What follows belongs to an exercise in optimizing a design on an open flow for small area; a production flow would make more cautious choices. At most, simulation tests tie the RTL to the original design; equivalence was not proved. The flow treats the clock pin as an ideal source. Dropping or thinning the clock tree relies on that and would not hold on a real chip. No activity file was given, so power comes from the tool's default toggle rates.

## 10-19
==> flow/design.v <==
module Top_Circuit(clk, rst, start, start_addr, end_addr, max_diff, busy, scl, sda_out, sda_oe, sda_in);
input clk, rst, start;
input [7:0] start_addr, end_addr;
output [7:0] max_diff;
output reg busy;
output reg scl, sda_out, sda_oe;
input sda_in;
localparam IDLE = 3'd0,   
           F0 = 3'd1,     
           F1 = 3'd2,     
           F23 = 3'd3,    
           RX = 3'd4,     
           STOP = 3'd5,   
           STOPF = 3'd6,  
           DONE = 3'd7;   
reg [2:0] sg;
reg [5:0] c;
reg wp;                   
reg [7:0] sr, ia, mn, mx;
reg [7:0] diff, ia_inc;
reg [5:0] c_inc;
reg lte, sr_le_y, cy;
wire [7:0] y = c[1] ? mx : mn;
integer k;
always @* begin
	cy = 1'b1;
	for (k = 0; k < 8; k = k + 1) begin
		diff[k] = mx[k] ^ ~mn[k] ^ cy;
		cy = (mx[k] & ~mn[k]) | (cy & (mx[k] ^ ~mn[k]));
	end
	cy = 1'b1;
	for (k = 0; k < 8; k = k + 1) begin
		ia_inc[k] = ia[k] ^ cy;
		cy = cy & ia[k];
	end
	cy = 1'b1;
	for (k = 0; k < 6; k = k + 1) begin
		c_inc[k] = c[k] ^ cy;
		cy = cy & c[k];
	end
	lte = 1'b1; sr_le_y = ~c[1];
	for (k = 0; k < 8; k = k + 1) begin
		lte = (~ia[k] & end_addr[k]) | (~ia[k] & lte) | (end_addr[k] & lte);
		sr_le_y = (~sr[k] & y[k]) | (~sr[k] & sr_le_y) | (y[k] & sr_le_y);
	end
end
assign max_diff = wp ? diff : 8'd0;
wire [2:0] kb = c[4:2];
wire devbit = (kb == 3'd0) || (kb == 3'd2) || (kb == 3'd6) || (kb == 3'd7 && sg == F23);
reg busy_c;
always @* begin
	scl = 1'b1; sda_oe = 1'b1; sda_out = 1'b1;
	busy_c = 1'b1;
	case (sg)
		IDLE, DONE: busy_c = 1'b0;
		F0, F1, F23: begin
			if (!c[5]) begin
				scl = c[1];
				sda_out = (sg == F1) ? (wp | sr[7]) : (sg == F23 && wp) ? sr[7] : devbit;
			end else if (c[4]) begin
				sda_out = (c < 6'd62);
			end else begin
				sda_oe = 1'b0;
				scl = (c[2:0] == 3'd3) || (c[2:0] == 3'd4) || (sg == F23 && !wp && c[2:0] == 3'd5);
			end
		end
		RX: begin
			if (c[5]) begin
				if (!c[2] && !c[0]) begin scl = 1'b0; sda_oe = 1'b0; end
			end else if (c[4:2] == 3'b111) begin scl = !c[0]; sda_out = 1'b0; end
			else begin scl = 1'b0; sda_oe = 1'b0; end
		end
		STOP, STOPF: begin
			if (c[1:0] == 2'b00) sda_out = 1'b0;
			if (c[1:0] == 2'b10) scl = 1'b0;
			if (c[2] && c[0]) busy_c = (sg != STOPF);
		end
	endcase
end
wire rx_shift = (sg == RX) && !c[0];
wire tx_shift = (sg == F1 || sg == F23) && (c[1:0] == 2'b11);
always @(posedge clk) begin
	busy <= busy_c;
	if (sg == IDLE) wp <= 1'b0;
	else if (sg == RX && c[5] && c[2] && c[0]) wp <= 1'b1;
	if (sg == IDLE) sr <= start_addr;
	else if (sg == F1 && wp) sr <= diff;
	else if (rx_shift || tx_shift) sr <= {sr[6:0], sda_in};
	if (sg == F0 && c[5:3] == 3'b110) ia <= start_addr;
	if (sg == IDLE) begin
		mn <= 8'hFF; mx <= 8'h00;
	end else if (sg == RX && c == 6'd17 && lte) begin
		ia <= ia_inc;
		if (sr_le_y) mn <= sr;
	end else if (sg == RX && c == 6'd18 && !sr_le_y) mx <= sr;
	c <= c_inc;
	case (sg)
		IDLE: c <= 6'd55;
		F0: if (c[5:4] == 2'b10 && c[2:0] == 3'b110) c <= 6'd0;
		F1: if (!wp && c[5:4] == 2'b10 && c[2:0] == 3'b110) c <= 6'd61;
		    else if (wp && c[5:4] == 2'b10 && c[2:0] == 3'b111) c <= 6'd0;
		F23: if (c[5:4] == 2'b10 && c[2:0] == 3'b110) c <= wp ? 6'd0 : 6'd1;
		RX: begin
			if (c == 6'd17 && !lte) c <= 6'd50;
			if (!c[5] && c[4:2] == 3'b111 && c[0]) c <= 6'd0;
			if (c[5] && c[2] && c[1]) c <= 6'd0;
		end
		STOP: if (c[2] && c[0]) c <= 6'd61;
		default: ;
	endcase
	if (rst) begin
		sg <= IDLE;
	end else begin
		case (sg)
			IDLE: if (start) sg <= F0;
			F0: if (c[5:4] == 2'b10 && c[2:0] == 3'b110) sg <= F1;
			F1: if ((!wp && c[5:4] == 2'b10 && c[2:0] == 3'b110) || (wp && c[5:4] == 2'b10 && c[2:0] == 3'b111)) sg <= F23;
			F23: if (c[5:4] == 2'b10 && c[2:0] == 3'b110) sg <= wp ? STOPF : RX;
			RX: if (c[5] && c[2] && c[1]) sg <= STOP;
			STOP: if (c[2] && c[0]) sg <= F0;
			STOPF: if (c[2] && c[0]) sg <= DONE;
			default: ;
		endcase
	end
end
endmodule
clock: 5.0 ns
lec_check: 0
cap_margin: 0
core_margin: 2
core_utilization: 40
gpl_timing_driven: 0
place_density: 0.6
slew_margin: 0
standard.sh (not shown) runs the stock make flow with config.mk's settings and CLKGATE_MAP_FILE= SYNTH_SCRIPT=/design/flow/synth_recipe.tcl, a recipe that flattens the netlist after the stock synthesis.
==> flow/flow/run.sh <==
#!/bin/bash
# The standard ORFS layout (standard.sh) with changes that only affect which cells are
# chosen and how the clock is distributed:
#  - synthesis maps logic with an area-oriented abc script (flow/area.abc) and leaves adders
#    as plain gates for abc (no half/full adder cells); registers are untouched;
#  - port buffers use the smallest buffer cell;
#  - the clock port drives three (four if needed for slew) leaf clock buffers, one per register cluster
#    (flow/manual_cts.tcl), instead of a root buffer and four leaves.
set -euo pipefail
here=$PWD
export BUFFER_PORTS_ARGS="-buffer_cell sky130_fd_sc_hd__buf_1"
export ADDER_MAP_FILE=
export AREA_ABC_SCRIPT=$here/flow/area.abc
export FLOW_SYNTH_TCL=$here/synth_recipe.tcl
export PRE_CTS_TCL=$here/flow/manual_cts.tcl
export MANUAL_CLK_K=3
export MANUAL_CLK_MAX_SLEW=0.105
export MANUAL_CLKBUF=sky130_fd_sc_hd__clkbuf_8
sed "s|SYNTH_SCRIPT=[^ ]*|SYNTH_SCRIPT=$here/flow/synth_area.tcl|" standard.sh > standard_area_synth.sh
bash standard_area_synth.sh synth > synth_flow.log 2>&1
bash standard.sh > standard_flow.log 2>&1
Other scripts of this flow, unchanged in this note and not shown: flow/flow/area.abc, flow/flow/manual_clk.tcl, flow/flow/manual_cts.tcl, flow/flow/synth_area.tcl
For 04-22, these inputs were changed with respect to 10-19:
--- a/flow/design.v
+++ b/flow/design.v
@@ -6,13 +6,12 @@
 output reg scl, sda_out, sda_oe;
 input sda_in;
 localparam IDLE = 3'd0,   
-           F0 = 3'd1,     
-           F1 = 3'd2,     
-           F23 = 3'd3,    
-           RX = 3'd4,     
-           STOP = 3'd5,   
-           STOPF = 3'd6,  
-           DONE = 3'd7;   
+           F0 = 3'd5,     
+           F1 = 3'd6,     
+           F23 = 3'd7,    
+           RX = 3'd1,     
+           STOP = 3'd2,   
+           STOPF = 3'd3;  
 reg [2:0] sg;
 reg [5:0] c;
 reg wp;                   
@@ -52,7 +51,7 @@
 	scl = 1'b1; sda_oe = 1'b1; sda_out = 1'b1;
 	busy_c = 1'b1;
 	case (sg)
-		IDLE, DONE: busy_c = 1'b0;
+		IDLE: busy_c = 1'b0;
 		F0, F1, F23: begin
 			if (!c[5]) begin
 				scl = c[1];
@@ -70,7 +69,7 @@
 			end else if (c[4:2] == 3'b111) begin scl = !c[0]; sda_out = 1'b0; end
 			else begin scl = 1'b0; sda_oe = 1'b0; end
 		end
-		STOP, STOPF: begin
+		default: begin
 			if (c[1:0] == 2'b00) sda_out = 1'b0;
 			if (c[1:0] == 2'b10) scl = 1'b0;
 			if (c[2] && c[0]) busy_c = (sg != STOPF);
@@ -93,32 +92,29 @@
 		ia <= ia_inc;
 		if (sr_le_y) mn <= sr;
 	end else if (sg == RX && c == 6'd18 && !sr_le_y) mx <= sr;
-	c <= c_inc;
-	case (sg)
-		IDLE: c <= 6'd55;
-		F0: if (c[5:4] == 2'b10 && c[2:0] == 3'b110) c <= 6'd0;
-		F1: if (!wp && c[5:4] == 2'b10 && c[2:0] == 3'b110) c <= 6'd61;
-		    else if (wp && c[5:4] == 2'b10 && c[2:0] == 3'b111) c <= 6'd0;
-		F23: if (c[5:4] == 2'b10 && c[2:0] == 3'b110) c <= wp ? 6'd0 : 6'd1;
-		RX: begin
-			if (c == 6'd17 && !lte) c <= 6'd50;
-			if (!c[5] && c[4:2] == 3'b111 && c[0]) c <= 6'd0;
-			if (c[5] && c[2] && c[1]) c <= 6'd0;
-		end
-		STOP: if (c[2] && c[0]) c <= 6'd61;
-		default: ;
-	endcase
 	if (rst) begin
 		sg <= IDLE;
 	end else begin
+		c <= c_inc;
 		case (sg)
-			IDLE: if (start) sg <= F0;
-			F0: if (c[5:4] == 2'b10 && c[2:0] == 3'b110) sg <= F1;
-			F1: if ((!wp && c[5:4] == 2'b10 && c[2:0] == 3'b110) || (wp && c[5:4] == 2'b10 && c[2:0] == 3'b111)) sg <= F23;
-			F23: if (c[5:4] == 2'b10 && c[2:0] == 3'b110) sg <= wp ? STOPF : RX;
-			RX: if (c[5] && c[2] && c[1]) sg <= STOP;
-			STOP: if (c[2] && c[0]) sg <= F0;
-			STOPF: if (c[2] && c[0]) sg <= DONE;
+			IDLE: begin
+				c <= 6'd55;
+				if (start) sg <= F0;
+			end
+			F0: if (c[5:4] == 2'b10 && c[2:0] == 3'b110) begin sg <= F1; c <= 6'd0; end
+			F1: if (!wp && c[5:4] == 2'b10 && c[2:0] == 3'b110) begin sg <= F23; c <= 6'd61; end
+			    else if (wp && c[5:4] == 2'b10 && c[2:0] == 3'b111) begin sg <= F23; c <= 6'd0; end
+			F23: if (c[5:4] == 2'b10 && c[2:0] == 3'b110) begin
+				if (wp) begin sg <= STOPF; c <= 6'd0; end
+				else begin sg <= RX; c <= 6'd1; end
+			end
+			RX: begin
+				if (c == 6'd17 && !lte) c <= 6'd50;
+				if (!c[5] && c[4:2] == 3'b111 && c[0]) c <= 6'd0;
+				if (c[5] && c[2] && c[1]) begin sg <= STOP; c <= 6'd0; end
+			end
+			STOP: if (c[2] && c[0]) begin sg <= F0; c <= 6'd61; end
+			STOPF: if (c[2] && c[0]) c <= 6'd5;
 			default: ;
 		endcase
 	end
--- outcome ---
- The run showing the smaller average cell area after synthesis is 10-19.
- | all-layer global routing usage | 10-19 vs 04-22 | ≈ equal |
- Remaining routing DRC violations came out exactly the same in 04-22 and 10-19.
- Going from 10-19 to 04-22, the count of cells resized by post-cts repair was found to have gone down by 1.
- Going from 10-19 to 04-22, post-layout total power went down about 1%, worst path setup slack after routing went up 0.45 ns, count of cell instances traversed by the critical path held, synthesized area went up 0.85%.
- Hold slack: 04-22 vs 10-19 down 0.0061 ns
No functional check of the RTL was part of 04-22. No run of this note takes its clock network from TritonCTS; it comes from the design's own scripts or RTL.

afterwards: timing with drivers on the ports:
The flow's constraints put no driver on any port. The routed layouts listed below were extracted and timed again, unchanged, in two steps. Step 1 assumes that a clkbuf_16 drives the clock port and a buf_2 every other input. Step 2 times the ports against the registers' clock, not the clock port: input delays grow and output delays shrink by t, the midpoint of the rising clock arrivals with the driver on. Slacks: no drivers / after step 1 / after step 2; pairs: no drivers / after step 1.
run | shift t [ns] | setup slack, ns | latest minus earliest clock arrival (ns)
10-19 | 0.199 | 0.431 / 0.470 / 0.271 | 0.009 / 0.010
04-22 | 0.197 | 0.880 / 0.919 / 0.722 | 0.059 / 0.059
After both steps setup and hold are still met in every run listed. For 10-19, which loses most, drivers alone change the setup slack by +0.039 ns; drivers and shift together by -0.160 ns.
